What follows belongs to an exercise in optimizing a design on an open flow for small area, a short achievable clock period and few clock cycles; a production flow would make more cautious choices. No functional check of the RTL was part of any run shown here.

## flow/config.mk

```make
export PLATFORM = sky130hd
export DESIGN_NAME = encrpytion
export DESIGN_NICKNAME = encrpytion
export VERILOG_FILES = /design/flow/design.v
export SDC_FILE = /design/flow/constraint.sdc
export NUM_CORES = 4
export LEC_CHECK = 0
export ABC_AREA = 1
export CAP_MARGIN = 20
export CORE_MARGIN = 2
export CORE_UTILIZATION = 55
export PLACE_DENSITY = 0.7
export SLEW_MARGIN = 20
```

## flow/constraint.sdc

```tcl
create_clock -name core_clock -period 10.0 [get_ports {clk}]
set_input_delay 2.0000 -clock core_clock [delete_from_list [all_inputs] [get_ports {clk}]]
set_output_delay 2.0000 -clock core_clock [all_outputs]
set_load 0.01 [all_outputs]
```

## flow/design.v

```verilog
module encrpytion        
    # (parameter k = 32)(
    input clk,               
    input rst,               
    input en,                
    input [k-1:0]a,          
    input [2*k-1:0]n,        
    input [k:0]e,            
    output [k-1:0]cipher,    
    output reg ready_flag    
    );
reg  [k-1:0] R;          
reg  [k-1:0] P;          
reg  [k-1:0] Ni;         
reg  [k-1:0] Y;          
reg          clr;        
reg  [4:0]   cnt;        
reg  [4:0]   idx;        
reg          ebit;       
reg          sq;         
reg          run;        
assign cipher = R;
reg  [4:0] idx0;
integer i;
always @(*) begin
    idx0 = 5'd0;
    for (i = 1; i <= k; i = i + 1)
        if (e[i]) idx0 = i - 1;
end
wire [k+2:0] x  = {2'b00, P, 1'b0};
wire [k+2:0] y  = {3'b000, Y};
wire [k+2:0] z1 = {3'b111, Ni};           
wire [k+2:0] z2 = {2'b11, Ni, 1'b1};      
wire [k+2:0] s1 = x ^ y ^ z1;
wire [k+2:0] c1 = (x & y) | (x & z1) | (y & z1);
wire [k+2:0] s2 = x ^ y ^ z2;
wire [k+2:0] c2 = (x & y) | (x & z2) | (y & z2);
wire [34:0] ad0_p0 = x ^ y;
wire [34:0] ad0_g0 = x & y;
wire [34:0] ad0_G0 = {ad0_g0[34:1], ad0_g0[0] | (ad0_p0[0] & 1'b0)};
wire [34:0] ad0_P0 = ad0_p0;
wire ad0_g1_1 = ad0_G0[1] | (ad0_P0[1] & ad0_G0[0]);
wire ad0_p1_1 = ad0_P0[1] & ad0_P0[0];
wire ad0_g1_3 = ad0_G0[3] | (ad0_P0[3] & ad0_G0[2]);
wire ad0_p1_3 = ad0_P0[3] & ad0_P0[2];
wire ad0_g1_5 = ad0_G0[5] | (ad0_P0[5] & ad0_G0[4]);
wire ad0_p1_5 = ad0_P0[5] & ad0_P0[4];
wire ad0_g1_7 = ad0_G0[7] | (ad0_P0[7] & ad0_G0[6]);
wire ad0_p1_7 = ad0_P0[7] & ad0_P0[6];
wire ad0_g1_9 = ad0_G0[9] | (ad0_P0[9] & ad0_G0[8]);
wire ad0_p1_9 = ad0_P0[9] & ad0_P0[8];
wire ad0_g1_11 = ad0_G0[11] | (ad0_P0[11] & ad0_G0[10]);
wire ad0_p1_11 = ad0_P0[11] & ad0_P0[10];
wire ad0_g1_13 = ad0_G0[13] | (ad0_P0[13] & ad0_G0[12]);
wire ad0_p1_13 = ad0_P0[13] & ad0_P0[12];
wire ad0_g1_15 = ad0_G0[15] | (ad0_P0[15] & ad0_G0[14]);
wire ad0_p1_15 = ad0_P0[15] & ad0_P0[14];
wire ad0_g1_17 = ad0_G0[17] | (ad0_P0[17] & ad0_G0[16]);
wire ad0_p1_17 = ad0_P0[17] & ad0_P0[16];
wire ad0_g1_19 = ad0_G0[19] | (ad0_P0[19] & ad0_G0[18]);
wire ad0_p1_19 = ad0_P0[19] & ad0_P0[18];
wire ad0_g1_21 = ad0_G0[21] | (ad0_P0[21] & ad0_G0[20]);
wire ad0_p1_21 = ad0_P0[21] & ad0_P0[20];
wire ad0_g1_23 = ad0_G0[23] | (ad0_P0[23] & ad0_G0[22]);
wire ad0_p1_23 = ad0_P0[23] & ad0_P0[22];
wire ad0_g1_25 = ad0_G0[25] | (ad0_P0[25] & ad0_G0[24]);
wire ad0_p1_25 = ad0_P0[25] & ad0_P0[24];
wire ad0_g1_27 = ad0_G0[27] | (ad0_P0[27] & ad0_G0[26]);
wire ad0_p1_27 = ad0_P0[27] & ad0_P0[26];
wire ad0_g1_29 = ad0_G0[29] | (ad0_P0[29] & ad0_G0[28]);
wire ad0_p1_29 = ad0_P0[29] & ad0_P0[28];
wire ad0_g1_31 = ad0_G0[31] | (ad0_P0[31] & ad0_G0[30]);
wire ad0_p1_31 = ad0_P0[31] & ad0_P0[30];
wire ad0_g1_33 = ad0_G0[33] | (ad0_P0[33] & ad0_G0[32]);
wire ad0_p1_33 = ad0_P0[33] & ad0_P0[32];
wire ad0_g2_2 = ad0_G0[2] | (ad0_P0[2] & ad0_g1_1);
wire ad0_p2_2 = ad0_P0[2] & ad0_p1_1;
wire ad0_g2_3 = ad0_g1_3 | (ad0_p1_3 & ad0_g1_1);
wire ad0_p2_3 = ad0_p1_3 & ad0_p1_1;
wire ad0_g2_6 = ad0_G0[6] | (ad0_P0[6] & ad0_g1_5);
wire ad0_p2_6 = ad0_P0[6] & ad0_p1_5;
wire ad0_g2_7 = ad0_g1_7 | (ad0_p1_7 & ad0_g1_5);
wire ad0_p2_7 = ad0_p1_7 & ad0_p1_5;
wire ad0_g2_10 = ad0_G0[10] | (ad0_P0[10] & ad0_g1_9);
wire ad0_p2_10 = ad0_P0[10] & ad0_p1_9;
wire ad0_g2_11 = ad0_g1_11 | (ad0_p1_11 & ad0_g1_9);
wire ad0_p2_11 = ad0_p1_11 & ad0_p1_9;
wire ad0_g2_14 = ad0_G0[14] | (ad0_P0[14] & ad0_g1_13);
wire ad0_p2_14 = ad0_P0[14] & ad0_p1_13;
wire ad0_g2_15 = ad0_g1_15 | (ad0_p1_15 & ad0_g1_13);
wire ad0_p2_15 = ad0_p1_15 & ad0_p1_13;
wire ad0_g2_18 = ad0_G0[18] | (ad0_P0[18] & ad0_g1_17);
wire ad0_p2_18 = ad0_P0[18] & ad0_p1_17;
wire ad0_g2_19 = ad0_g1_19 | (ad0_p1_19 & ad0_g1_17);
wire ad0_p2_19 = ad0_p1_19 & ad0_p1_17;
wire ad0_g2_22 = ad0_G0[22] | (ad0_P0[22] & ad0_g1_21);
wire ad0_p2_22 = ad0_P0[22] & ad0_p1_21;
wire ad0_g2_23 = ad0_g1_23 | (ad0_p1_23 & ad0_g1_21);
wire ad0_p2_23 = ad0_p1_23 & ad0_p1_21;
wire ad0_g2_26 = ad0_G0[26] | (ad0_P0[26] & ad0_g1_25);
wire ad0_p2_26 = ad0_P0[26] & ad0_p1_25;
wire ad0_g2_27 = ad0_g1_27 | (ad0_p1_27 & ad0_g1_25);
wire ad0_p2_27 = ad0_p1_27 & ad0_p1_25;
wire ad0_g2_30 = ad0_G0[30] | (ad0_P0[30] & ad0_g1_29);
wire ad0_p2_30 = ad0_P0[30] & ad0_p1_29;
wire ad0_g2_31 = ad0_g1_31 | (ad0_p1_31 & ad0_g1_29);
wire ad0_p2_31 = ad0_p1_31 & ad0_p1_29;
wire ad0_g2_34 = ad0_G0[34] | (ad0_P0[34] & ad0_g1_33);
wire ad0_p2_34 = ad0_P0[34] & ad0_p1_33;
wire ad0_g3_4 = ad0_G0[4] | (ad0_P0[4] & ad0_g2_3);
wire ad0_p3_4 = ad0_P0[4] & ad0_p2_3;
wire ad0_g3_5 = ad0_g1_5 | (ad0_p1_5 & ad0_g2_3);
wire ad0_p3_5 = ad0_p1_5 & ad0_p2_3;
wire ad0_g3_6 = ad0_g2_6 | (ad0_p2_6 & ad0_g2_3);
wire ad0_p3_6 = ad0_p2_6 & ad0_p2_3;
wire ad0_g3_7 = ad0_g2_7 | (ad0_p2_7 & ad0_g2_3);
wire ad0_p3_7 = ad0_p2_7 & ad0_p2_3;
wire ad0_g3_12 = ad0_G0[12] | (ad0_P0[12] & ad0_g2_11);
wire ad0_p3_12 = ad0_P0[12] & ad0_p2_11;
wire ad0_g3_13 = ad0_g1_13 | (ad0_p1_13 & ad0_g2_11);
wire ad0_p3_13 = ad0_p1_13 & ad0_p2_11;
wire ad0_g3_14 = ad0_g2_14 | (ad0_p2_14 & ad0_g2_11);
wire ad0_p3_14 = ad0_p2_14 & ad0_p2_11;
wire ad0_g3_15 = ad0_g2_15 | (ad0_p2_15 & ad0_g2_11);
wire ad0_p3_15 = ad0_p2_15 & ad0_p2_11;
wire ad0_g3_20 = ad0_G0[20] | (ad0_P0[20] & ad0_g2_19);
wire ad0_p3_20 = ad0_P0[20] & ad0_p2_19;
wire ad0_g3_21 = ad0_g1_21 | (ad0_p1_21 & ad0_g2_19);
wire ad0_p3_21 = ad0_p1_21 & ad0_p2_19;
wire ad0_g3_22 = ad0_g2_22 | (ad0_p2_22 & ad0_g2_19);
wire ad0_p3_22 = ad0_p2_22 & ad0_p2_19;
wire ad0_g3_23 = ad0_g2_23 | (ad0_p2_23 & ad0_g2_19);
wire ad0_p3_23 = ad0_p2_23 & ad0_p2_19;
wire ad0_g3_28 = ad0_G0[28] | (ad0_P0[28] & ad0_g2_27);
wire ad0_p3_28 = ad0_P0[28] & ad0_p2_27;
wire ad0_g3_29 = ad0_g1_29 | (ad0_p1_29 & ad0_g2_27);
wire ad0_p3_29 = ad0_p1_29 & ad0_p2_27;
wire ad0_g3_30 = ad0_g2_30 | (ad0_p2_30 & ad0_g2_27);
wire ad0_p3_30 = ad0_p2_30 & ad0_p2_27;
wire ad0_g3_31 = ad0_g2_31 | (ad0_p2_31 & ad0_g2_27);
wire ad0_p3_31 = ad0_p2_31 & ad0_p2_27;
wire ad0_g4_8 = ad0_G0[8] | (ad0_P0[8] & ad0_g3_7);
wire ad0_p4_8 = ad0_P0[8] & ad0_p3_7;
wire ad0_g4_9 = ad0_g1_9 | (ad0_p1_9 & ad0_g3_7);
wire ad0_p4_9 = ad0_p1_9 & ad0_p3_7;
wire ad0_g4_10 = ad0_g2_10 | (ad0_p2_10 & ad0_g3_7);
wire ad0_p4_10 = ad0_p2_10 & ad0_p3_7;
wire ad0_g4_11 = ad0_g2_11 | (ad0_p2_11 & ad0_g3_7);
wire ad0_p4_11 = ad0_p2_11 & ad0_p3_7;
wire ad0_g4_12 = ad0_g3_12 | (ad0_p3_12 & ad0_g3_7);
wire ad0_p4_12 = ad0_p3_12 & ad0_p3_7;
wire ad0_g4_13 = ad0_g3_13 | (ad0_p3_13 & ad0_g3_7);
wire ad0_p4_13 = ad0_p3_13 & ad0_p3_7;
wire ad0_g4_14 = ad0_g3_14 | (ad0_p3_14 & ad0_g3_7);
wire ad0_p4_14 = ad0_p3_14 & ad0_p3_7;
wire ad0_g4_15 = ad0_g3_15 | (ad0_p3_15 & ad0_g3_7);
wire ad0_p4_15 = ad0_p3_15 & ad0_p3_7;
wire ad0_g4_24 = ad0_G0[24] | (ad0_P0[24] & ad0_g3_23);
wire ad0_p4_24 = ad0_P0[24] & ad0_p3_23;
wire ad0_g4_25 = ad0_g1_25 | (ad0_p1_25 & ad0_g3_23);
wire ad0_p4_25 = ad0_p1_25 & ad0_p3_23;
wire ad0_g4_26 = ad0_g2_26 | (ad0_p2_26 & ad0_g3_23);
wire ad0_p4_26 = ad0_p2_26 & ad0_p3_23;
wire ad0_g4_27 = ad0_g2_27 | (ad0_p2_27 & ad0_g3_23);
wire ad0_p4_27 = ad0_p2_27 & ad0_p3_23;
wire ad0_g4_28 = ad0_g3_28 | (ad0_p3_28 & ad0_g3_23);
wire ad0_p4_28 = ad0_p3_28 & ad0_p3_23;
wire ad0_g4_29 = ad0_g3_29 | (ad0_p3_29 & ad0_g3_23);
wire ad0_p4_29 = ad0_p3_29 & ad0_p3_23;
wire ad0_g4_30 = ad0_g3_30 | (ad0_p3_30 & ad0_g3_23);
wire ad0_p4_30 = ad0_p3_30 & ad0_p3_23;
wire ad0_g4_31 = ad0_g3_31 | (ad0_p3_31 & ad0_g3_23);
wire ad0_p4_31 = ad0_p3_31 & ad0_p3_23;
wire ad0_g5_16 = ad0_G0[16] | (ad0_P0[16] & ad0_g4_15);
wire ad0_p5_16 = ad0_P0[16] & ad0_p4_15;
wire ad0_g5_17 = ad0_g1_17 | (ad0_p1_17 & ad0_g4_15);
wire ad0_p5_17 = ad0_p1_17 & ad0_p4_15;
wire ad0_g5_18 = ad0_g2_18 | (ad0_p2_18 & ad0_g4_15);
wire ad0_p5_18 = ad0_p2_18 & ad0_p4_15;
wire ad0_g5_19 = ad0_g2_19 | (ad0_p2_19 & ad0_g4_15);
wire ad0_p5_19 = ad0_p2_19 & ad0_p4_15;
wire ad0_g5_20 = ad0_g3_20 | (ad0_p3_20 & ad0_g4_15);
wire ad0_p5_20 = ad0_p3_20 & ad0_p4_15;
wire ad0_g5_21 = ad0_g3_21 | (ad0_p3_21 & ad0_g4_15);
wire ad0_p5_21 = ad0_p3_21 & ad0_p4_15;
wire ad0_g5_22 = ad0_g3_22 | (ad0_p3_22 & ad0_g4_15);
wire ad0_p5_22 = ad0_p3_22 & ad0_p4_15;
wire ad0_g5_23 = ad0_g3_23 | (ad0_p3_23 & ad0_g4_15);
wire ad0_p5_23 = ad0_p3_23 & ad0_p4_15;
wire ad0_g5_24 = ad0_g4_24 | (ad0_p4_24 & ad0_g4_15);
wire ad0_p5_24 = ad0_p4_24 & ad0_p4_15;
wire ad0_g5_25 = ad0_g4_25 | (ad0_p4_25 & ad0_g4_15);
wire ad0_p5_25 = ad0_p4_25 & ad0_p4_15;
wire ad0_g5_26 = ad0_g4_26 | (ad0_p4_26 & ad0_g4_15);
wire ad0_p5_26 = ad0_p4_26 & ad0_p4_15;
wire ad0_g5_27 = ad0_g4_27 | (ad0_p4_27 & ad0_g4_15);
wire ad0_p5_27 = ad0_p4_27 & ad0_p4_15;
wire ad0_g5_28 = ad0_g4_28 | (ad0_p4_28 & ad0_g4_15);
wire ad0_p5_28 = ad0_p4_28 & ad0_p4_15;
wire ad0_g5_29 = ad0_g4_29 | (ad0_p4_29 & ad0_g4_15);
wire ad0_p5_29 = ad0_p4_29 & ad0_p4_15;
wire ad0_g5_30 = ad0_g4_30 | (ad0_p4_30 & ad0_g4_15);
wire ad0_p5_30 = ad0_p4_30 & ad0_p4_15;
wire ad0_g5_31 = ad0_g4_31 | (ad0_p4_31 & ad0_g4_15);
wire ad0_p5_31 = ad0_p4_31 & ad0_p4_15;
wire ad0_g6_32 = ad0_G0[32] | (ad0_P0[32] & ad0_g5_31);
wire ad0_p6_32 = ad0_P0[32] & ad0_p5_31;
wire ad0_g6_33 = ad0_g1_33 | (ad0_p1_33 & ad0_g5_31);
wire ad0_p6_33 = ad0_p1_33 & ad0_p5_31;
wire ad0_g6_34 = ad0_g2_34 | (ad0_p2_34 & ad0_g5_31);
wire ad0_p6_34 = ad0_p2_34 & ad0_p5_31;
wire [34:0] t0 = ad0_p0 ^ {ad0_g6_33, ad0_g6_32, ad0_g5_31, ad0_g5_30, ad0_g5_29, ad0_g5_28, ad0_g5_27, ad0_g5_26, ad0_g5_25, ad0_g5_24, ad0_g5_23, ad0_g5_22, ad0_g5_21, ad0_g5_20, ad0_g5_19, ad0_g5_18, ad0_g5_17, ad0_g5_16, ad0_g4_15, ad0_g4_14, ad0_g4_13, ad0_g4_12, ad0_g4_11, ad0_g4_10, ad0_g4_9, ad0_g4_8, ad0_g3_7, ad0_g3_6, ad0_g3_5, ad0_g3_4, ad0_g2_3, ad0_g2_2, ad0_g1_1, ad0_G0[0], 1'b0};
wire [34:0] ad1_p0 = s1 ^ {c1[k+1:0], 1'b0};
wire [34:0] ad1_g0 = s1 & {c1[k+1:0], 1'b0};
wire [34:0] ad1_G0 = {ad1_g0[34:1], ad1_g0[0] | (ad1_p0[0] & 1'b1)};
wire [34:0] ad1_P0 = ad1_p0;
wire ad1_g1_1 = ad1_G0[1] | (ad1_P0[1] & ad1_G0[0]);
wire ad1_p1_1 = ad1_P0[1] & ad1_P0[0];
wire ad1_g1_3 = ad1_G0[3] | (ad1_P0[3] & ad1_G0[2]);
wire ad1_p1_3 = ad1_P0[3] & ad1_P0[2];
wire ad1_g1_5 = ad1_G0[5] | (ad1_P0[5] & ad1_G0[4]);
wire ad1_p1_5 = ad1_P0[5] & ad1_P0[4];
wire ad1_g1_7 = ad1_G0[7] | (ad1_P0[7] & ad1_G0[6]);
wire ad1_p1_7 = ad1_P0[7] & ad1_P0[6];
wire ad1_g1_9 = ad1_G0[9] | (ad1_P0[9] & ad1_G0[8]);
wire ad1_p1_9 = ad1_P0[9] & ad1_P0[8];
wire ad1_g1_11 = ad1_G0[11] | (ad1_P0[11] & ad1_G0[10]);
wire ad1_p1_11 = ad1_P0[11] & ad1_P0[10];
wire ad1_g1_13 = ad1_G0[13] | (ad1_P0[13] & ad1_G0[12]);
wire ad1_p1_13 = ad1_P0[13] & ad1_P0[12];
wire ad1_g1_15 = ad1_G0[15] | (ad1_P0[15] & ad1_G0[14]);
wire ad1_p1_15 = ad1_P0[15] & ad1_P0[14];
wire ad1_g1_17 = ad1_G0[17] | (ad1_P0[17] & ad1_G0[16]);
wire ad1_p1_17 = ad1_P0[17] & ad1_P0[16];
wire ad1_g1_19 = ad1_G0[19] | (ad1_P0[19] & ad1_G0[18]);
wire ad1_p1_19 = ad1_P0[19] & ad1_P0[18];
wire ad1_g1_21 = ad1_G0[21] | (ad1_P0[21] & ad1_G0[20]);
wire ad1_p1_21 = ad1_P0[21] & ad1_P0[20];
wire ad1_g1_23 = ad1_G0[23] | (ad1_P0[23] & ad1_G0[22]);
wire ad1_p1_23 = ad1_P0[23] & ad1_P0[22];
wire ad1_g1_25 = ad1_G0[25] | (ad1_P0[25] & ad1_G0[24]);
wire ad1_p1_25 = ad1_P0[25] & ad1_P0[24];
wire ad1_g1_27 = ad1_G0[27] | (ad1_P0[27] & ad1_G0[26]);
wire ad1_p1_27 = ad1_P0[27] & ad1_P0[26];
wire ad1_g1_29 = ad1_G0[29] | (ad1_P0[29] & ad1_G0[28]);
wire ad1_p1_29 = ad1_P0[29] & ad1_P0[28];
wire ad1_g1_31 = ad1_G0[31] | (ad1_P0[31] & ad1_G0[30]);
wire ad1_p1_31 = ad1_P0[31] & ad1_P0[30];
wire ad1_g1_33 = ad1_G0[33] | (ad1_P0[33] & ad1_G0[32]);
wire ad1_p1_33 = ad1_P0[33] & ad1_P0[32];
wire ad1_g2_2 = ad1_G0[2] | (ad1_P0[2] & ad1_g1_1);
wire ad1_p2_2 = ad1_P0[2] & ad1_p1_1;
wire ad1_g2_3 = ad1_g1_3 | (ad1_p1_3 & ad1_g1_1);
wire ad1_p2_3 = ad1_p1_3 & ad1_p1_1;
wire ad1_g2_6 = ad1_G0[6] | (ad1_P0[6] & ad1_g1_5);
wire ad1_p2_6 = ad1_P0[6] & ad1_p1_5;
wire ad1_g2_7 = ad1_g1_7 | (ad1_p1_7 & ad1_g1_5);
wire ad1_p2_7 = ad1_p1_7 & ad1_p1_5;
wire ad1_g2_10 = ad1_G0[10] | (ad1_P0[10] & ad1_g1_9);
wire ad1_p2_10 = ad1_P0[10] & ad1_p1_9;
wire ad1_g2_11 = ad1_g1_11 | (ad1_p1_11 & ad1_g1_9);
wire ad1_p2_11 = ad1_p1_11 & ad1_p1_9;
wire ad1_g2_14 = ad1_G0[14] | (ad1_P0[14] & ad1_g1_13);
wire ad1_p2_14 = ad1_P0[14] & ad1_p1_13;
wire ad1_g2_15 = ad1_g1_15 | (ad1_p1_15 & ad1_g1_13);
wire ad1_p2_15 = ad1_p1_15 & ad1_p1_13;
wire ad1_g2_18 = ad1_G0[18] | (ad1_P0[18] & ad1_g1_17);
wire ad1_p2_18 = ad1_P0[18] & ad1_p1_17;
wire ad1_g2_19 = ad1_g1_19 | (ad1_p1_19 & ad1_g1_17);
wire ad1_p2_19 = ad1_p1_19 & ad1_p1_17;
wire ad1_g2_22 = ad1_G0[22] | (ad1_P0[22] & ad1_g1_21);
wire ad1_p2_22 = ad1_P0[22] & ad1_p1_21;
wire ad1_g2_23 = ad1_g1_23 | (ad1_p1_23 & ad1_g1_21);
wire ad1_p2_23 = ad1_p1_23 & ad1_p1_21;
wire ad1_g2_26 = ad1_G0[26] | (ad1_P0[26] & ad1_g1_25);
wire ad1_p2_26 = ad1_P0[26] & ad1_p1_25;
wire ad1_g2_27 = ad1_g1_27 | (ad1_p1_27 & ad1_g1_25);
wire ad1_p2_27 = ad1_p1_27 & ad1_p1_25;
wire ad1_g2_30 = ad1_G0[30] | (ad1_P0[30] & ad1_g1_29);
wire ad1_p2_30 = ad1_P0[30] & ad1_p1_29;
wire ad1_g2_31 = ad1_g1_31 | (ad1_p1_31 & ad1_g1_29);
wire ad1_p2_31 = ad1_p1_31 & ad1_p1_29;
wire ad1_g2_34 = ad1_G0[34] | (ad1_P0[34] & ad1_g1_33);
wire ad1_p2_34 = ad1_P0[34] & ad1_p1_33;
wire ad1_g3_4 = ad1_G0[4] | (ad1_P0[4] & ad1_g2_3);
wire ad1_p3_4 = ad1_P0[4] & ad1_p2_3;
wire ad1_g3_5 = ad1_g1_5 | (ad1_p1_5 & ad1_g2_3);
wire ad1_p3_5 = ad1_p1_5 & ad1_p2_3;
wire ad1_g3_6 = ad1_g2_6 | (ad1_p2_6 & ad1_g2_3);
wire ad1_p3_6 = ad1_p2_6 & ad1_p2_3;
wire ad1_g3_7 = ad1_g2_7 | (ad1_p2_7 & ad1_g2_3);
wire ad1_p3_7 = ad1_p2_7 & ad1_p2_3;
wire ad1_g3_12 = ad1_G0[12] | (ad1_P0[12] & ad1_g2_11);
wire ad1_p3_12 = ad1_P0[12] & ad1_p2_11;
wire ad1_g3_13 = ad1_g1_13 | (ad1_p1_13 & ad1_g2_11);
wire ad1_p3_13 = ad1_p1_13 & ad1_p2_11;
wire ad1_g3_14 = ad1_g2_14 | (ad1_p2_14 & ad1_g2_11);
wire ad1_p3_14 = ad1_p2_14 & ad1_p2_11;
wire ad1_g3_15 = ad1_g2_15 | (ad1_p2_15 & ad1_g2_11);
wire ad1_p3_15 = ad1_p2_15 & ad1_p2_11;
wire ad1_g3_20 = ad1_G0[20] | (ad1_P0[20] & ad1_g2_19);
wire ad1_p3_20 = ad1_P0[20] & ad1_p2_19;
wire ad1_g3_21 = ad1_g1_21 | (ad1_p1_21 & ad1_g2_19);
wire ad1_p3_21 = ad1_p1_21 & ad1_p2_19;
wire ad1_g3_22 = ad1_g2_22 | (ad1_p2_22 & ad1_g2_19);
wire ad1_p3_22 = ad1_p2_22 & ad1_p2_19;
wire ad1_g3_23 = ad1_g2_23 | (ad1_p2_23 & ad1_g2_19);
wire ad1_p3_23 = ad1_p2_23 & ad1_p2_19;
wire ad1_g3_28 = ad1_G0[28] | (ad1_P0[28] & ad1_g2_27);
wire ad1_p3_28 = ad1_P0[28] & ad1_p2_27;
wire ad1_g3_29 = ad1_g1_29 | (ad1_p1_29 & ad1_g2_27);
wire ad1_p3_29 = ad1_p1_29 & ad1_p2_27;
wire ad1_g3_30 = ad1_g2_30 | (ad1_p2_30 & ad1_g2_27);
wire ad1_p3_30 = ad1_p2_30 & ad1_p2_27;
wire ad1_g3_31 = ad1_g2_31 | (ad1_p2_31 & ad1_g2_27);
wire ad1_p3_31 = ad1_p2_31 & ad1_p2_27;
wire ad1_g4_8 = ad1_G0[8] | (ad1_P0[8] & ad1_g3_7);
wire ad1_p4_8 = ad1_P0[8] & ad1_p3_7;
wire ad1_g4_9 = ad1_g1_9 | (ad1_p1_9 & ad1_g3_7);
wire ad1_p4_9 = ad1_p1_9 & ad1_p3_7;
wire ad1_g4_10 = ad1_g2_10 | (ad1_p2_10 & ad1_g3_7);
wire ad1_p4_10 = ad1_p2_10 & ad1_p3_7;
wire ad1_g4_11 = ad1_g2_11 | (ad1_p2_11 & ad1_g3_7);
wire ad1_p4_11 = ad1_p2_11 & ad1_p3_7;
wire ad1_g4_12 = ad1_g3_12 | (ad1_p3_12 & ad1_g3_7);
wire ad1_p4_12 = ad1_p3_12 & ad1_p3_7;
wire ad1_g4_13 = ad1_g3_13 | (ad1_p3_13 & ad1_g3_7);
wire ad1_p4_13 = ad1_p3_13 & ad1_p3_7;
wire ad1_g4_14 = ad1_g3_14 | (ad1_p3_14 & ad1_g3_7);
wire ad1_p4_14 = ad1_p3_14 & ad1_p3_7;
wire ad1_g4_15 = ad1_g3_15 | (ad1_p3_15 & ad1_g3_7);
wire ad1_p4_15 = ad1_p3_15 & ad1_p3_7;
wire ad1_g4_24 = ad1_G0[24] | (ad1_P0[24] & ad1_g3_23);
wire ad1_p4_24 = ad1_P0[24] & ad1_p3_23;
wire ad1_g4_25 = ad1_g1_25 | (ad1_p1_25 & ad1_g3_23);
wire ad1_p4_25 = ad1_p1_25 & ad1_p3_23;
wire ad1_g4_26 = ad1_g2_26 | (ad1_p2_26 & ad1_g3_23);
wire ad1_p4_26 = ad1_p2_26 & ad1_p3_23;
wire ad1_g4_27 = ad1_g2_27 | (ad1_p2_27 & ad1_g3_23);
wire ad1_p4_27 = ad1_p2_27 & ad1_p3_23;
wire ad1_g4_28 = ad1_g3_28 | (ad1_p3_28 & ad1_g3_23);
wire ad1_p4_28 = ad1_p3_28 & ad1_p3_23;
wire ad1_g4_29 = ad1_g3_29 | (ad1_p3_29 & ad1_g3_23);
wire ad1_p4_29 = ad1_p3_29 & ad1_p3_23;
wire ad1_g4_30 = ad1_g3_30 | (ad1_p3_30 & ad1_g3_23);
wire ad1_p4_30 = ad1_p3_30 & ad1_p3_23;
wire ad1_g4_31 = ad1_g3_31 | (ad1_p3_31 & ad1_g3_23);
wire ad1_p4_31 = ad1_p3_31 & ad1_p3_23;
wire ad1_g5_16 = ad1_G0[16] | (ad1_P0[16] & ad1_g4_15);
wire ad1_p5_16 = ad1_P0[16] & ad1_p4_15;
wire ad1_g5_17 = ad1_g1_17 | (ad1_p1_17 & ad1_g4_15);
wire ad1_p5_17 = ad1_p1_17 & ad1_p4_15;
wire ad1_g5_18 = ad1_g2_18 | (ad1_p2_18 & ad1_g4_15);
wire ad1_p5_18 = ad1_p2_18 & ad1_p4_15;
wire ad1_g5_19 = ad1_g2_19 | (ad1_p2_19 & ad1_g4_15);
wire ad1_p5_19 = ad1_p2_19 & ad1_p4_15;
wire ad1_g5_20 = ad1_g3_20 | (ad1_p3_20 & ad1_g4_15);
wire ad1_p5_20 = ad1_p3_20 & ad1_p4_15;
wire ad1_g5_21 = ad1_g3_21 | (ad1_p3_21 & ad1_g4_15);
wire ad1_p5_21 = ad1_p3_21 & ad1_p4_15;
wire ad1_g5_22 = ad1_g3_22 | (ad1_p3_22 & ad1_g4_15);
wire ad1_p5_22 = ad1_p3_22 & ad1_p4_15;
wire ad1_g5_23 = ad1_g3_23 | (ad1_p3_23 & ad1_g4_15);
wire ad1_p5_23 = ad1_p3_23 & ad1_p4_15;
wire ad1_g5_24 = ad1_g4_24 | (ad1_p4_24 & ad1_g4_15);
wire ad1_p5_24 = ad1_p4_24 & ad1_p4_15;
wire ad1_g5_25 = ad1_g4_25 | (ad1_p4_25 & ad1_g4_15);
wire ad1_p5_25 = ad1_p4_25 & ad1_p4_15;
wire ad1_g5_26 = ad1_g4_26 | (ad1_p4_26 & ad1_g4_15);
wire ad1_p5_26 = ad1_p4_26 & ad1_p4_15;
wire ad1_g5_27 = ad1_g4_27 | (ad1_p4_27 & ad1_g4_15);
wire ad1_p5_27 = ad1_p4_27 & ad1_p4_15;
wire ad1_g5_28 = ad1_g4_28 | (ad1_p4_28 & ad1_g4_15);
wire ad1_p5_28 = ad1_p4_28 & ad1_p4_15;
wire ad1_g5_29 = ad1_g4_29 | (ad1_p4_29 & ad1_g4_15);
wire ad1_p5_29 = ad1_p4_29 & ad1_p4_15;
wire ad1_g5_30 = ad1_g4_30 | (ad1_p4_30 & ad1_g4_15);
wire ad1_p5_30 = ad1_p4_30 & ad1_p4_15;
wire ad1_g5_31 = ad1_g4_31 | (ad1_p4_31 & ad1_g4_15);
wire ad1_p5_31 = ad1_p4_31 & ad1_p4_15;
wire ad1_g6_32 = ad1_G0[32] | (ad1_P0[32] & ad1_g5_31);
wire ad1_p6_32 = ad1_P0[32] & ad1_p5_31;
wire ad1_g6_33 = ad1_g1_33 | (ad1_p1_33 & ad1_g5_31);
wire ad1_p6_33 = ad1_p1_33 & ad1_p5_31;
wire ad1_g6_34 = ad1_g2_34 | (ad1_p2_34 & ad1_g5_31);
wire ad1_p6_34 = ad1_p2_34 & ad1_p5_31;
wire [34:0] t1 = ad1_p0 ^ {ad1_g6_33, ad1_g6_32, ad1_g5_31, ad1_g5_30, ad1_g5_29, ad1_g5_28, ad1_g5_27, ad1_g5_26, ad1_g5_25, ad1_g5_24, ad1_g5_23, ad1_g5_22, ad1_g5_21, ad1_g5_20, ad1_g5_19, ad1_g5_18, ad1_g5_17, ad1_g5_16, ad1_g4_15, ad1_g4_14, ad1_g4_13, ad1_g4_12, ad1_g4_11, ad1_g4_10, ad1_g4_9, ad1_g4_8, ad1_g3_7, ad1_g3_6, ad1_g3_5, ad1_g3_4, ad1_g2_3, ad1_g2_2, ad1_g1_1, ad1_G0[0], 1'b1};
wire [34:0] ad2_p0 = s2 ^ {c2[k+1:0], 1'b0};
wire [34:0] ad2_g0 = s2 & {c2[k+1:0], 1'b0};
wire [34:0] ad2_G0 = {ad2_g0[34:1], ad2_g0[0] | (ad2_p0[0] & 1'b1)};
wire [34:0] ad2_P0 = ad2_p0;
wire ad2_g1_1 = ad2_G0[1] | (ad2_P0[1] & ad2_G0[0]);
wire ad2_p1_1 = ad2_P0[1] & ad2_P0[0];
wire ad2_g1_3 = ad2_G0[3] | (ad2_P0[3] & ad2_G0[2]);
wire ad2_p1_3 = ad2_P0[3] & ad2_P0[2];
wire ad2_g1_5 = ad2_G0[5] | (ad2_P0[5] & ad2_G0[4]);
wire ad2_p1_5 = ad2_P0[5] & ad2_P0[4];
wire ad2_g1_7 = ad2_G0[7] | (ad2_P0[7] & ad2_G0[6]);
wire ad2_p1_7 = ad2_P0[7] & ad2_P0[6];
wire ad2_g1_9 = ad2_G0[9] | (ad2_P0[9] & ad2_G0[8]);
wire ad2_p1_9 = ad2_P0[9] & ad2_P0[8];
wire ad2_g1_11 = ad2_G0[11] | (ad2_P0[11] & ad2_G0[10]);
wire ad2_p1_11 = ad2_P0[11] & ad2_P0[10];
wire ad2_g1_13 = ad2_G0[13] | (ad2_P0[13] & ad2_G0[12]);
wire ad2_p1_13 = ad2_P0[13] & ad2_P0[12];
wire ad2_g1_15 = ad2_G0[15] | (ad2_P0[15] & ad2_G0[14]);
wire ad2_p1_15 = ad2_P0[15] & ad2_P0[14];
wire ad2_g1_17 = ad2_G0[17] | (ad2_P0[17] & ad2_G0[16]);
wire ad2_p1_17 = ad2_P0[17] & ad2_P0[16];
wire ad2_g1_19 = ad2_G0[19] | (ad2_P0[19] & ad2_G0[18]);
wire ad2_p1_19 = ad2_P0[19] & ad2_P0[18];
wire ad2_g1_21 = ad2_G0[21] | (ad2_P0[21] & ad2_G0[20]);
wire ad2_p1_21 = ad2_P0[21] & ad2_P0[20];
wire ad2_g1_23 = ad2_G0[23] | (ad2_P0[23] & ad2_G0[22]);
wire ad2_p1_23 = ad2_P0[23] & ad2_P0[22];
wire ad2_g1_25 = ad2_G0[25] | (ad2_P0[25] & ad2_G0[24]);
wire ad2_p1_25 = ad2_P0[25] & ad2_P0[24];
wire ad2_g1_27 = ad2_G0[27] | (ad2_P0[27] & ad2_G0[26]);
wire ad2_p1_27 = ad2_P0[27] & ad2_P0[26];
wire ad2_g1_29 = ad2_G0[29] | (ad2_P0[29] & ad2_G0[28]);
wire ad2_p1_29 = ad2_P0[29] & ad2_P0[28];
wire ad2_g1_31 = ad2_G0[31] | (ad2_P0[31] & ad2_G0[30]);
wire ad2_p1_31 = ad2_P0[31] & ad2_P0[30];
wire ad2_g1_33 = ad2_G0[33] | (ad2_P0[33] & ad2_G0[32]);
wire ad2_p1_33 = ad2_P0[33] & ad2_P0[32];
wire ad2_g2_2 = ad2_G0[2] | (ad2_P0[2] & ad2_g1_1);
wire ad2_p2_2 = ad2_P0[2] & ad2_p1_1;
wire ad2_g2_3 = ad2_g1_3 | (ad2_p1_3 & ad2_g1_1);
wire ad2_p2_3 = ad2_p1_3 & ad2_p1_1;
wire ad2_g2_6 = ad2_G0[6] | (ad2_P0[6] & ad2_g1_5);
wire ad2_p2_6 = ad2_P0[6] & ad2_p1_5;
wire ad2_g2_7 = ad2_g1_7 | (ad2_p1_7 & ad2_g1_5);
wire ad2_p2_7 = ad2_p1_7 & ad2_p1_5;
wire ad2_g2_10 = ad2_G0[10] | (ad2_P0[10] & ad2_g1_9);
wire ad2_p2_10 = ad2_P0[10] & ad2_p1_9;
wire ad2_g2_11 = ad2_g1_11 | (ad2_p1_11 & ad2_g1_9);
wire ad2_p2_11 = ad2_p1_11 & ad2_p1_9;
wire ad2_g2_14 = ad2_G0[14] | (ad2_P0[14] & ad2_g1_13);
wire ad2_p2_14 = ad2_P0[14] & ad2_p1_13;
wire ad2_g2_15 = ad2_g1_15 | (ad2_p1_15 & ad2_g1_13);
wire ad2_p2_15 = ad2_p1_15 & ad2_p1_13;
wire ad2_g2_18 = ad2_G0[18] | (ad2_P0[18] & ad2_g1_17);
wire ad2_p2_18 = ad2_P0[18] & ad2_p1_17;
wire ad2_g2_19 = ad2_g1_19 | (ad2_p1_19 & ad2_g1_17);
wire ad2_p2_19 = ad2_p1_19 & ad2_p1_17;
wire ad2_g2_22 = ad2_G0[22] | (ad2_P0[22] & ad2_g1_21);
wire ad2_p2_22 = ad2_P0[22] & ad2_p1_21;
wire ad2_g2_23 = ad2_g1_23 | (ad2_p1_23 & ad2_g1_21);
wire ad2_p2_23 = ad2_p1_23 & ad2_p1_21;
wire ad2_g2_26 = ad2_G0[26] | (ad2_P0[26] & ad2_g1_25);
wire ad2_p2_26 = ad2_P0[26] & ad2_p1_25;
wire ad2_g2_27 = ad2_g1_27 | (ad2_p1_27 & ad2_g1_25);
wire ad2_p2_27 = ad2_p1_27 & ad2_p1_25;
wire ad2_g2_30 = ad2_G0[30] | (ad2_P0[30] & ad2_g1_29);
wire ad2_p2_30 = ad2_P0[30] & ad2_p1_29;
wire ad2_g2_31 = ad2_g1_31 | (ad2_p1_31 & ad2_g1_29);
wire ad2_p2_31 = ad2_p1_31 & ad2_p1_29;
wire ad2_g2_34 = ad2_G0[34] | (ad2_P0[34] & ad2_g1_33);
wire ad2_p2_34 = ad2_P0[34] & ad2_p1_33;
wire ad2_g3_4 = ad2_G0[4] | (ad2_P0[4] & ad2_g2_3);
wire ad2_p3_4 = ad2_P0[4] & ad2_p2_3;
wire ad2_g3_5 = ad2_g1_5 | (ad2_p1_5 & ad2_g2_3);
wire ad2_p3_5 = ad2_p1_5 & ad2_p2_3;
wire ad2_g3_6 = ad2_g2_6 | (ad2_p2_6 & ad2_g2_3);
wire ad2_p3_6 = ad2_p2_6 & ad2_p2_3;
wire ad2_g3_7 = ad2_g2_7 | (ad2_p2_7 & ad2_g2_3);
wire ad2_p3_7 = ad2_p2_7 & ad2_p2_3;
wire ad2_g3_12 = ad2_G0[12] | (ad2_P0[12] & ad2_g2_11);
wire ad2_p3_12 = ad2_P0[12] & ad2_p2_11;
wire ad2_g3_13 = ad2_g1_13 | (ad2_p1_13 & ad2_g2_11);
wire ad2_p3_13 = ad2_p1_13 & ad2_p2_11;
wire ad2_g3_14 = ad2_g2_14 | (ad2_p2_14 & ad2_g2_11);
wire ad2_p3_14 = ad2_p2_14 & ad2_p2_11;
wire ad2_g3_15 = ad2_g2_15 | (ad2_p2_15 & ad2_g2_11);
wire ad2_p3_15 = ad2_p2_15 & ad2_p2_11;
wire ad2_g3_20 = ad2_G0[20] | (ad2_P0[20] & ad2_g2_19);
wire ad2_p3_20 = ad2_P0[20] & ad2_p2_19;
wire ad2_g3_21 = ad2_g1_21 | (ad2_p1_21 & ad2_g2_19);
wire ad2_p3_21 = ad2_p1_21 & ad2_p2_19;
wire ad2_g3_22 = ad2_g2_22 | (ad2_p2_22 & ad2_g2_19);
wire ad2_p3_22 = ad2_p2_22 & ad2_p2_19;
wire ad2_g3_23 = ad2_g2_23 | (ad2_p2_23 & ad2_g2_19);
wire ad2_p3_23 = ad2_p2_23 & ad2_p2_19;
wire ad2_g3_28 = ad2_G0[28] | (ad2_P0[28] & ad2_g2_27);
wire ad2_p3_28 = ad2_P0[28] & ad2_p2_27;
wire ad2_g3_29 = ad2_g1_29 | (ad2_p1_29 & ad2_g2_27);
wire ad2_p3_29 = ad2_p1_29 & ad2_p2_27;
wire ad2_g3_30 = ad2_g2_30 | (ad2_p2_30 & ad2_g2_27);
wire ad2_p3_30 = ad2_p2_30 & ad2_p2_27;
wire ad2_g3_31 = ad2_g2_31 | (ad2_p2_31 & ad2_g2_27);
wire ad2_p3_31 = ad2_p2_31 & ad2_p2_27;
wire ad2_g4_8 = ad2_G0[8] | (ad2_P0[8] & ad2_g3_7);
wire ad2_p4_8 = ad2_P0[8] & ad2_p3_7;
wire ad2_g4_9 = ad2_g1_9 | (ad2_p1_9 & ad2_g3_7);
wire ad2_p4_9 = ad2_p1_9 & ad2_p3_7;
wire ad2_g4_10 = ad2_g2_10 | (ad2_p2_10 & ad2_g3_7);
wire ad2_p4_10 = ad2_p2_10 & ad2_p3_7;
wire ad2_g4_11 = ad2_g2_11 | (ad2_p2_11 & ad2_g3_7);
wire ad2_p4_11 = ad2_p2_11 & ad2_p3_7;
wire ad2_g4_12 = ad2_g3_12 | (ad2_p3_12 & ad2_g3_7);
wire ad2_p4_12 = ad2_p3_12 & ad2_p3_7;
wire ad2_g4_13 = ad2_g3_13 | (ad2_p3_13 & ad2_g3_7);
wire ad2_p4_13 = ad2_p3_13 & ad2_p3_7;
wire ad2_g4_14 = ad2_g3_14 | (ad2_p3_14 & ad2_g3_7);
wire ad2_p4_14 = ad2_p3_14 & ad2_p3_7;
wire ad2_g4_15 = ad2_g3_15 | (ad2_p3_15 & ad2_g3_7);
wire ad2_p4_15 = ad2_p3_15 & ad2_p3_7;
wire ad2_g4_24 = ad2_G0[24] | (ad2_P0[24] & ad2_g3_23);
wire ad2_p4_24 = ad2_P0[24] & ad2_p3_23;
wire ad2_g4_25 = ad2_g1_25 | (ad2_p1_25 & ad2_g3_23);
wire ad2_p4_25 = ad2_p1_25 & ad2_p3_23;
wire ad2_g4_26 = ad2_g2_26 | (ad2_p2_26 & ad2_g3_23);
wire ad2_p4_26 = ad2_p2_26 & ad2_p3_23;
wire ad2_g4_27 = ad2_g2_27 | (ad2_p2_27 & ad2_g3_23);
wire ad2_p4_27 = ad2_p2_27 & ad2_p3_23;
wire ad2_g4_28 = ad2_g3_28 | (ad2_p3_28 & ad2_g3_23);
wire ad2_p4_28 = ad2_p3_28 & ad2_p3_23;
wire ad2_g4_29 = ad2_g3_29 | (ad2_p3_29 & ad2_g3_23);
wire ad2_p4_29 = ad2_p3_29 & ad2_p3_23;
wire ad2_g4_30 = ad2_g3_30 | (ad2_p3_30 & ad2_g3_23);
wire ad2_p4_30 = ad2_p3_30 & ad2_p3_23;
wire ad2_g4_31 = ad2_g3_31 | (ad2_p3_31 & ad2_g3_23);
wire ad2_p4_31 = ad2_p3_31 & ad2_p3_23;
wire ad2_g5_16 = ad2_G0[16] | (ad2_P0[16] & ad2_g4_15);
wire ad2_p5_16 = ad2_P0[16] & ad2_p4_15;
wire ad2_g5_17 = ad2_g1_17 | (ad2_p1_17 & ad2_g4_15);
wire ad2_p5_17 = ad2_p1_17 & ad2_p4_15;
wire ad2_g5_18 = ad2_g2_18 | (ad2_p2_18 & ad2_g4_15);
wire ad2_p5_18 = ad2_p2_18 & ad2_p4_15;
wire ad2_g5_19 = ad2_g2_19 | (ad2_p2_19 & ad2_g4_15);
wire ad2_p5_19 = ad2_p2_19 & ad2_p4_15;
wire ad2_g5_20 = ad2_g3_20 | (ad2_p3_20 & ad2_g4_15);
wire ad2_p5_20 = ad2_p3_20 & ad2_p4_15;
wire ad2_g5_21 = ad2_g3_21 | (ad2_p3_21 & ad2_g4_15);
wire ad2_p5_21 = ad2_p3_21 & ad2_p4_15;
wire ad2_g5_22 = ad2_g3_22 | (ad2_p3_22 & ad2_g4_15);
wire ad2_p5_22 = ad2_p3_22 & ad2_p4_15;
wire ad2_g5_23 = ad2_g3_23 | (ad2_p3_23 & ad2_g4_15);
wire ad2_p5_23 = ad2_p3_23 & ad2_p4_15;
wire ad2_g5_24 = ad2_g4_24 | (ad2_p4_24 & ad2_g4_15);
wire ad2_p5_24 = ad2_p4_24 & ad2_p4_15;
wire ad2_g5_25 = ad2_g4_25 | (ad2_p4_25 & ad2_g4_15);
wire ad2_p5_25 = ad2_p4_25 & ad2_p4_15;
wire ad2_g5_26 = ad2_g4_26 | (ad2_p4_26 & ad2_g4_15);
wire ad2_p5_26 = ad2_p4_26 & ad2_p4_15;
wire ad2_g5_27 = ad2_g4_27 | (ad2_p4_27 & ad2_g4_15);
wire ad2_p5_27 = ad2_p4_27 & ad2_p4_15;
wire ad2_g5_28 = ad2_g4_28 | (ad2_p4_28 & ad2_g4_15);
wire ad2_p5_28 = ad2_p4_28 & ad2_p4_15;
wire ad2_g5_29 = ad2_g4_29 | (ad2_p4_29 & ad2_g4_15);
wire ad2_p5_29 = ad2_p4_29 & ad2_p4_15;
wire ad2_g5_30 = ad2_g4_30 | (ad2_p4_30 & ad2_g4_15);
wire ad2_p5_30 = ad2_p4_30 & ad2_p4_15;
wire ad2_g5_31 = ad2_g4_31 | (ad2_p4_31 & ad2_g4_15);
wire ad2_p5_31 = ad2_p4_31 & ad2_p4_15;
wire ad2_g6_32 = ad2_G0[32] | (ad2_P0[32] & ad2_g5_31);
wire ad2_p6_32 = ad2_P0[32] & ad2_p5_31;
wire ad2_g6_33 = ad2_g1_33 | (ad2_p1_33 & ad2_g5_31);
wire ad2_p6_33 = ad2_p1_33 & ad2_p5_31;
wire ad2_g6_34 = ad2_g2_34 | (ad2_p2_34 & ad2_g5_31);
wire ad2_p6_34 = ad2_p2_34 & ad2_p5_31;
wire [34:0] t2 = ad2_p0 ^ {ad2_g6_33, ad2_g6_32, ad2_g5_31, ad2_g5_30, ad2_g5_29, ad2_g5_28, ad2_g5_27, ad2_g5_26, ad2_g5_25, ad2_g5_24, ad2_g5_23, ad2_g5_22, ad2_g5_21, ad2_g5_20, ad2_g5_19, ad2_g5_18, ad2_g5_17, ad2_g5_16, ad2_g4_15, ad2_g4_14, ad2_g4_13, ad2_g4_12, ad2_g4_11, ad2_g4_10, ad2_g4_9, ad2_g4_8, ad2_g3_7, ad2_g3_6, ad2_g3_5, ad2_g3_4, ad2_g2_3, ad2_g2_2, ad2_g1_1, ad2_G0[0], 1'b1};
wire [k-1:0] res = !t2[k+2] ? t2[k-1:0] : !t1[k+2] ? t1[k-1:0] : t0[k-1:0];
wire last   = (cnt == 5'd31);
wire domul  = sq & ebit;
wire finish = last & ~domul & (idx == 5'd0);
wire idle   = ~run & ~ready_flag;
always @(posedge clk or posedge rst) begin
    if (rst) begin
        run <= 1'b0;
        ready_flag <= 1'b0;
    end else begin
        run <= en & (idle | (run & ~finish));
        ready_flag <= en & (ready_flag | (run & finish));
    end
end
always @(posedge clk)
    Ni <= ~n[k-1:0];
function [5:0] first_bit;      
    input [2:0] top;           
    begin
        if (top[2])      first_bit = {1'b0, 5'd30};
        else if (top[1]) first_bit = {1'b0, 5'd29};
        else             first_bit = {~top[0], 5'd28};
    end
endfunction
wire [5:0] fa = first_bit(a[k-1:k-3]);
wire [5:0] fr = first_bit(res[k-1:k-3]);
wire       xb = sq ? R[cnt] : a[cnt];        
always @(posedge clk) begin
    ebit <= e[idx];
    P   <= (idle | last | clr) ? {k{1'b0}} : res;
    clr <= 1'b0;
    if (idle) begin
        R   <= a;
        Y   <= a;
        {clr, cnt} <= fa;
        idx <= idx0;
        sq  <= 1'b1;
    end else if (run) begin
        cnt <= cnt - 5'd1;
        if (last) begin
            R <= res;
            Y <= res;
            if (domul) begin
                sq <= 1'b0;
                {clr, cnt} <= fa;
            end else begin
                sq  <= 1'b1;
                {clr, cnt} <= fr;
                idx <= idx - 5'd1;
            end
        end else begin
            Y <= xb ? R : {k{1'b0}};
        end
    end
end
endmodule
```

## flow/flow/run.sh

```bash
#!/bin/bash
set -euo pipefail
export BUFFER_PORTS_ARGS="-buffer_cell sky130_fd_sc_hd__buf_1"
export SETUP_SLACK_MARGIN=6
bash standard.sh > standard.log 2>&1
```

## flow/standard.sh

```bash
#!/bin/bash
# synth_recipe.tcl (not shown) runs the flow's synth.tcl, then flattens the netlist and writes it again
# the make line also repeats each setting of config.mk as NAME=value (left out here)
make -C /OpenROAD-flow-scripts/flow DESIGN_CONFIG=/design/flow/config.mk WORK_HOME=/design/flow/orfs CLKGATE_MAP_FILE= SYNTH_SCRIPT=/design/flow/synth_recipe.tcl "${@:-finish}"
```

==> results of run 1 <==
[layout by cell type (no fill, tap or decap), types with 63 or more instances in the layout]
master    synthesis  final
nand2_1         217    214
inv_1           196    194
nor2_1          149    146
buf_1             0    132
a21oi_1         102    100
ha_1             99     99
o21ai_0          88     84
edfxtp_1         74     74
fa_1             76     74
dfxtp_1          67     67
nand3_1          67     63
[worst paths after layout]
check | from | endpoint | slack, ns | cells after the start
hold reg to reg | idx[4]$_DFFE_PP_ | ebit$_DFF_P_ | 0.53 | 2
max in group asynchronous | rst | run$_DFF_PP0_ | 8.49 | 2
setup / recovery | Y[17]$_DFFE_PP_ | R[13]$_DFFE_PP_ | 6.18 | 16
setup reg to reg | Y[17]$_DFFE_PP_ | R[13]$_DFFE_PP_ | 6.18 | 16
min in group asynchronous | rst | ready_flag$_DFF_PP0_ | 1.40 | 2
hold / removal | idx[4]$_DFFE_PP_ | ebit$_DFF_P_ | 0.53 | 2
[logic make-up after synthesis]
group / after synthesis / share of synthesized area, %
buf+inv: 255 / 8.44
xor+xnor: 52 / 3.69
compound gates: 379 / 19.0
simple gates: 493 / 17.2
fa+ha+maj: 175 / 22.4
flops: 143 / 29.3
[state kept, by name, indices dropped and copies added, names as in the netlist]
signal,cells
ready_flag,1
P,32
R,32
clr,1
sq,1
run,1
ebit,1
cnt,5
Ni,32
Y,32
idx,5
[critical path: cells and delay by family, from the launching register on]
kind                       cells  cell delay, ns
AOI/OAI and AO/OA              9            1.44
buffers and inverters          2            0.34
adders and majority gates      2            0.83
DFF                            1            0.47
and+or+nand+nor                3            0.47
[synthesized netlist by cell type, types with 5 or more instances]
cell | n | area [um2]
a211oi_1 | 8 | 60.1
a21oi_1 | 102 | 510
a21oi_2 | 5 | 43.8
a21oi_4 | 5 | 81.3
a31oi_1 | 28 | 175
a32oi_1 | 12 | 105
buf_2 | 12 | 60.1
buf_6 | 6 | 67.6
clkbuf_1 | 27 | 101
dfxtp_1 | 67 | 1340
edfxtp_1 | 74 | 2220
fa_1 | 76 | 1520
ha_1 | 99 | 1240
inv_1 | 196 | 736
inv_2 | 7 | 26.3
nand2_1 | 217 | 815
nand2_2 | 8 | 50.1
nand3_1 | 67 | 335
nand3b_1 | 5 | 37.5
nand4_1 | 10 | 62.6
nor2_1 | 149 | 559
nor3_1 | 11 | 55.1
o211ai_1 | 12 | 90.1
o21ai_0 | 88 | 440
o21ai_1 | 49 | 245
o21bai_1 | 23 | 173
o22ai_1 | 10 | 62.6
o31ai_1 | 8 | 60.1
or2_2 | 9 | 56.3
xnor2_1 | 14 | 123
xor2_1 | 38 | 333
[layer usage]
| metal | track usage, % | vias to the layer above | part of all wire [%] |
|---|---|---|---|
| met5 | 0 | - | 0.038 |
| met4 | 9.48 | 2 | 2.7 |
| met3 | 5.21 | 62 | 8.3 |
| met2 | 47.2 | 444 | 46 |
| met1 | 39.7 | 5123 | 43 |
| li1 | - | 5346 | - |
[timing repair]
item                       in CTS  in global routing
hold buffers                    0                  0
gates resized for setup        14                 28
pin swaps                       8                 15
gates cloned                    1                  1
setup endpoints to repair      92                 66
setup buffers                  12                  9
[cell type report]
cell class                 count  share of cell area [%]
tap                          280                    2.51
clock inverter                12                   0.951
timing repair buffer         159                    5.32
clock buffer                  20                    3.28
multi-input combinational   1101                    56.3
inverter                     207                    5.72
sequential                   143                    25.9
==> notes.md, run 1 <==
* Tcrit/Tclk final at 38.2%
* Ys flop type: edfxtp_1
* WL per Instance at 17.8 um
* RSZ-0062 raised after global routing: false
* CP Max Fanout at 6
* Slew HR at 32.3%
* Syn nets at 1,804
* Post-synth EDFFs at 74
* WL final at 34,200 um
* Vias/cell at 5.71
* Initial Utilization at 56.4%
* Mean Syn Cell Area at 8.24 um2
* Post-Synthesis Cell Area at 12,300 um2
* Slew Viols, Final at 0
* Design Area, Final at 14,000 um2
* Highest clock rate at 261 MHz
* # setup viols final at 0
* Slowest cell delay on critical path at 0.49 ns
* Clock Tree Buf Depth at 2
* Worst setup margin at 6.18 ns
* Multi-input combinational cell area at 7860 um2
* Hold WC Path Type: reg -> reg
* Max-cap violations at 0
* Worst-Skew Late Latency at 0.43 ns
* H-tree depth at 4
* Boundary Pins at 165
* CTS Sinks at 143
* First-pass GRT wire length at 54,500 um
* Inserted Diodes at 0
* DRC errors left at 0
* Routed Antenna Nets at 0
* Core Area at 21,900 um2
* Die height at 154 um
* Area growth, synth to finish at 13.1%
* Setup crit end kind: flop
* Reg clk slew, reported paths at 0.06 ns
* Clk_skew at 0.0106 ns
* Hold violation total from the final report at 0
* Inst Count DP at 1,867
* Total grt overflow at 0
* Final Critical Period at 3.82 ns
* Reg area at 3610 um2
* Clk root buf: clkbuf_16
* CTS tree: done
* Crit path kind: reg -> reg
* Seq/Total Area, Yosys at 29.3%
* Critical Path AT at 4.00 ns
* Gp weighted congestion at 0.910
* WHS at 0.530 ns
* Post-Synthesis Cells at 1,497
* Share of cells above drive strength 1 at 8.28%
* CTS Buf Count at 17
* Final Non-Filler Cells at 1,922
* Pin count of the biggest net entering global routing at 51
* Unique masters post-synth at 54
* Status: timing/DRC/antenna clean
* Tightest Pin Transition at 1.01 ns
* GRT Resource Usage Total at 29.1%
* Synth warnings at 1
* Ys async rst share at 1.40%
* Placed Area at 13,000 um2
* Detailed placement HPWL at 24,400 um
* NumNets Final at 1,936
* Post-place setup slack at 5.44 ns
* Slowest CP cell: fa_1
* Initial DRC count at 1,045
* PortBufs at 132
* DR pass1 iterations at 5
* Initial antenna violation count at 1
* Fillers at 1,936
* Worst EP required at 10.17 ns
* Yosys reg bits at 143
* FP Rows at 54
* Vias in the first global route at 10,600
* Sum of negative setup slack at 0 ns
* Critical path, cell by cell: fa_1 > ha_1 > a21o_1 > a21oi_1 > o21bai_1 > a31oi_1 > o21ai_2 > a21oi_4 > nand3_4 > buf_8 > buf_4 > o21ai_2 > a21oi_1 > a21oi_2 > nor2_1 > or2_1
* Total number of vias at 11,000
* Crit start category: flop
* Die Span X at 154 um
* Post-Route Utilization at 63.7%
* Die ar. at 23,600 um2
==> inputs of run 2 (changes only) <==
==> flow/flow/run.sh (replaced) <==
#!/bin/bash
# Standard ORFS layout (the standard.sh, unchanged synthesis); every
# input and output port still gets its own buffer, but a plain buf_1
# instead of the delay buffer buffer_ports picks by itself.
set -euo pipefail
export BUFFER_PORTS_ARGS="-buffer_cell sky130_fd_sc_hd__buf_1"
bash standard.sh > standard.log 2>&1
--- a/flow/config.mk
+++ b/flow/config.mk
@@ -10,4 +10,5 @@
 export CORE_MARGIN = 2
 export CORE_UTILIZATION = 55
 export PLACE_DENSITY = 0.7
+export SETUP_SLACK_MARGIN = 5
 export SLEW_MARGIN = 20
==> notes.md, run 2 <==
* First-pass GRT wire length at 53,400 um (-2.0%)
* Post-Route Utilization at 62.0% (-1.7 points)
* Status: timing/DRC/antenna clean
* Final Critical Period at 4.58 ns (+0.757 ns)
* Core Area at 21,900 um2 (unchanged)
* WL final at 32,700 um (-4.3%)
* Clk root buf: clkbuf_16
* Synth top area cells: edfxtp_1, fa_1, dfxtp_1
* Boundary Pins at 165 (unchanged)
* WL per Instance at 17.2 um (-3.1%)
* Crit start category: flop
* FP Rows at 54 (unchanged)
* Leading cell types in the layout, fill and taps excluded: nand2_1, inv_1, nor2_1
* Ys async rst share at 1.40% (unchanged)
* Initial antenna violation count at 1 (unchanged)
* Area leader, netlist: edfxtp_1
* Sum of negative setup slack at 0 ns (unchanged)
* Mean Syn Cell Area at 8.24 um2 (unchanged)
* CTS resizes at 0 (-14)
* Share of cells above drive strength 1 at 5.87% (-2.4 points)
* Clk_skew at 0.0116 ns (+0.000923 ns)
* CTS Sinks at 143 (unchanged)
* Hold violation total from the final report at 0 (unchanged)
* Die Span X at 154 um (unchanged)
* Post-synth EDFFs at 74 (unchanged)
* Ys flop type: edfxtp_1
* Clock Tree Buf Depth at 2 (unchanged)
* Unique masters post-synth at 54 (unchanged)
* Die height at 154 um (unchanged)
* Placed Area at 13,000 um2 (unchanged)
* Post-Synthesis Cells at 1,497 (unchanged)
* Most frequent cell after synthesis: nand2_1
* Gp weighted congestion at 0.910 (unchanged)
* Total number of vias at 10,800 (-1.7%)
* Die ar. at 23,600 um2 (unchanged)
* Slew Viols, Final at 0 (unchanged)
* Synth top cells by count: nand2_1, inv_1, nor2_1, a21oi_1, ha_1
* Total grt overflow at 0 (unchanged)
* Cts hold-fix bufs at 0 (unchanged)
* Most common cell after layout, fill and taps aside: nand2_1
* Tightest Pin Transition at 0.978 ns (-0.0357 ns)
* Vias/cell at 5.68 (-0.47%)
* Critical Path AT at 4.73 ns (+0.73 ns)
* H-tree depth at 4 (unchanged)
* DR pass1 iterations at 6 (+1)
* Reg clk slew, reported paths at 0.06 ns (about the same)
* DRC errors left at 0 (unchanged)
* Max-cap violations at 0 (unchanged)
* Worst-Skew Late Latency at 0.43 ns (about the same)
* Crit path kind: reg -> reg
* Hold WC Path Type: reg -> reg
* Seq/Total Area, Yosys at 29.3% (unchanged)
* Tcrit/Tclk final at 45.8% (+7.6 points)
* Initial Utilization at 56.4% (unchanged)
* Slew HR at 34.7% (+2.4 points)
* Initial DRC count at 979 (-6.3%)
* Inserted Diodes at 0 (unchanged)
* # setup viols final at 0 (unchanged)
* Setup crit end kind: flop
* Postcts setup bufs at 0 (-12)
* Area growth, synth to finish at 10.1%
* CP Max Fanout at 33 (+27)
* Routed Antenna Nets at 0 (unchanged)
* Worst EP required at 10.15 ns (-0.02 ns)
* Vias in the first global route at 10,600 (-0.28%)
* Synth warnings at 1 (unchanged)
* Post-Synthesis Cell Area at 12,300 um2 (unchanged)
* Yosys reg bits at 143 (unchanged)
* Design Area, Final at 13,600 um2 (-2.6%)
* NumNets Final at 1,913 (-1.2%)
* Highest clock rate at 218 MHz (-17%)
* Share of the synthesized area in the top cell type at 18.0% (unchanged)
* Syn nets at 1,804 (unchanged)
* CTS Buf Count at 17 (unchanged)
* Pin count of the biggest net entering global routing at 51 (unchanged)
* Detailed placement HPWL at 24,400 um (unchanged)
* GRT Resource Usage Total at 28.3% (-0.79 points)
* RSZ-0062 raised after global routing: false
* PortBufs at 132 (unchanged)
* CTS tree: done
==> run 2: changes by cell type in the layout (fill, tap and decap cells not counted), sizes merged <==
cell	before	now
nand2	229	228
inv	209	210
buf	159	138
clkinvlp	3	2
nand3	73	72
==> run 2: final cells by class <==
type,count,area (um2)
clock inverter,12,133
timing repair buffer,138,541
tap,280,350
clock buffer,20,458
inverter,207,782
fill,1966,8310
multi-input combinational,1099,7700
sequential,143,3610
==> run 2: path summary, 6_finish.rpt <==
kind | start | slack [ns] | to | cells past startpoint
max in group asynchronous | rst | 8.49 | ready_flag$_DFF_PP0_ | 2
worst max register to register | Y[1]$_DFFE_PP_ | 5.42 | Y[29]$_DFFE_PP_ | 21
worst max-delay path | Y[1]$_DFFE_PP_ | 5.42 | Y[29]$_DFFE_PP_ | 21
worst min register to register | idx[4]$_DFFE_PP_ | 0.53 | ebit$_DFF_P_ | 2
worst min-delay path | idx[4]$_DFFE_PP_ | 0.53 | ebit$_DFF_P_ | 2
min in group asynchronous | rst | 1.40 | run$_DFF_PP0_ | 2
==> run 2: kinds of logic (layout without fill, tap and decap cells) <==
logic type | count (synthesis) | count (layout) | synth area share (%)
XOR/XNOR | 52 | 52 | 3.69
AO/OA/AOI/OAI | 379 | 379 | 19.0
AND/OR/NAND/NOR | 493 | 493 | 17.2
flip-flops | 143 | 143 | 29.3
buffers and inverters | 255 | 377 | 8.44
adder cells (fa/ha/maj) | 175 | 175 | 22.4
==> run 2: metrics by stage <==
stage	hold WS (ns)	setup slack [ns]	std cells
after floorplan	0.486	6.48	1497
after global placement	0.521	5.51	1867
after detailed placement	0.524	5.44	1867
after CTS	0.539	5.41	1899
after global routing	0.577	5.13	1899
final	0.532	5.42	1899
==> run 2: metal layers <==
metal  track usage [%]  vias up  routed length, um
li1                  -     5293                  -
met1              38.6     5004              14300
met2              46.7      450              15100
met3              4.85       46               2560
met4              8.17        2                686
met5                 0        -                 13
==> run 2: critical path, stage by stage, from the launching register on <==
cell	delay, ns
edfxtp_1	0.47
fa_1	0.55
inv_1	0.05
fa_1	0.35
inv_1	0.10
nand3_1	0.09
nand2_2	0.11
nand2_2	0.07
nand2_4	0.08
nand2_4	0.06
a21oi_4	0.23
a21oi_4	0.12
o21ai_4	0.40
nand3_2	0.15
nand3_4	0.41
inv_4	0.34
nand3_1	0.18
o21ai_0	0.12
nand2_1	0.10
nand2_1	0.09
nand2_1	0.08
o21ai_0	0.08

-- re-timing with driven ports --
In the flow no input, the clock included, has a driving cell. The finished layouts below were timed again as built, in two steps. Step 1 (the two cells are an assumption about what drives the block):
set clk [get_ports {clk}]
set_driving_cell -lib_cell sky130_fd_sc_hd__clkbuf_16 $clk
set_driving_cell -lib_cell sky130_fd_sc_hd__buf_2 [delete_from_list [all_inputs] $clk]
Step 2 adds t to the input delays and takes it off the output delays; t is the mean of the earliest and latest rising clock arrival at the registers after step 1. Input paths then give back, and output paths get back, about the clock's delay inside the block. a / b / c = no drivers / after step 1 / after step 2; a / b = the first two.
run | shift t [ns] | slack for setup (ns) | clock arrival spread, ns
run 1 | 0.472 | 6.176 / 6.176 / 5.998 | 0.010 / 0.010
run 2 | 0.473 | 5.419 / 5.419 / 5.419 | 0.011 / 0.012
After both steps every run listed still meets setup and hold. For run 1, which loses most, drivers alone change the setup slack by 0.000 ns; drivers and shift together by -0.178 ns.
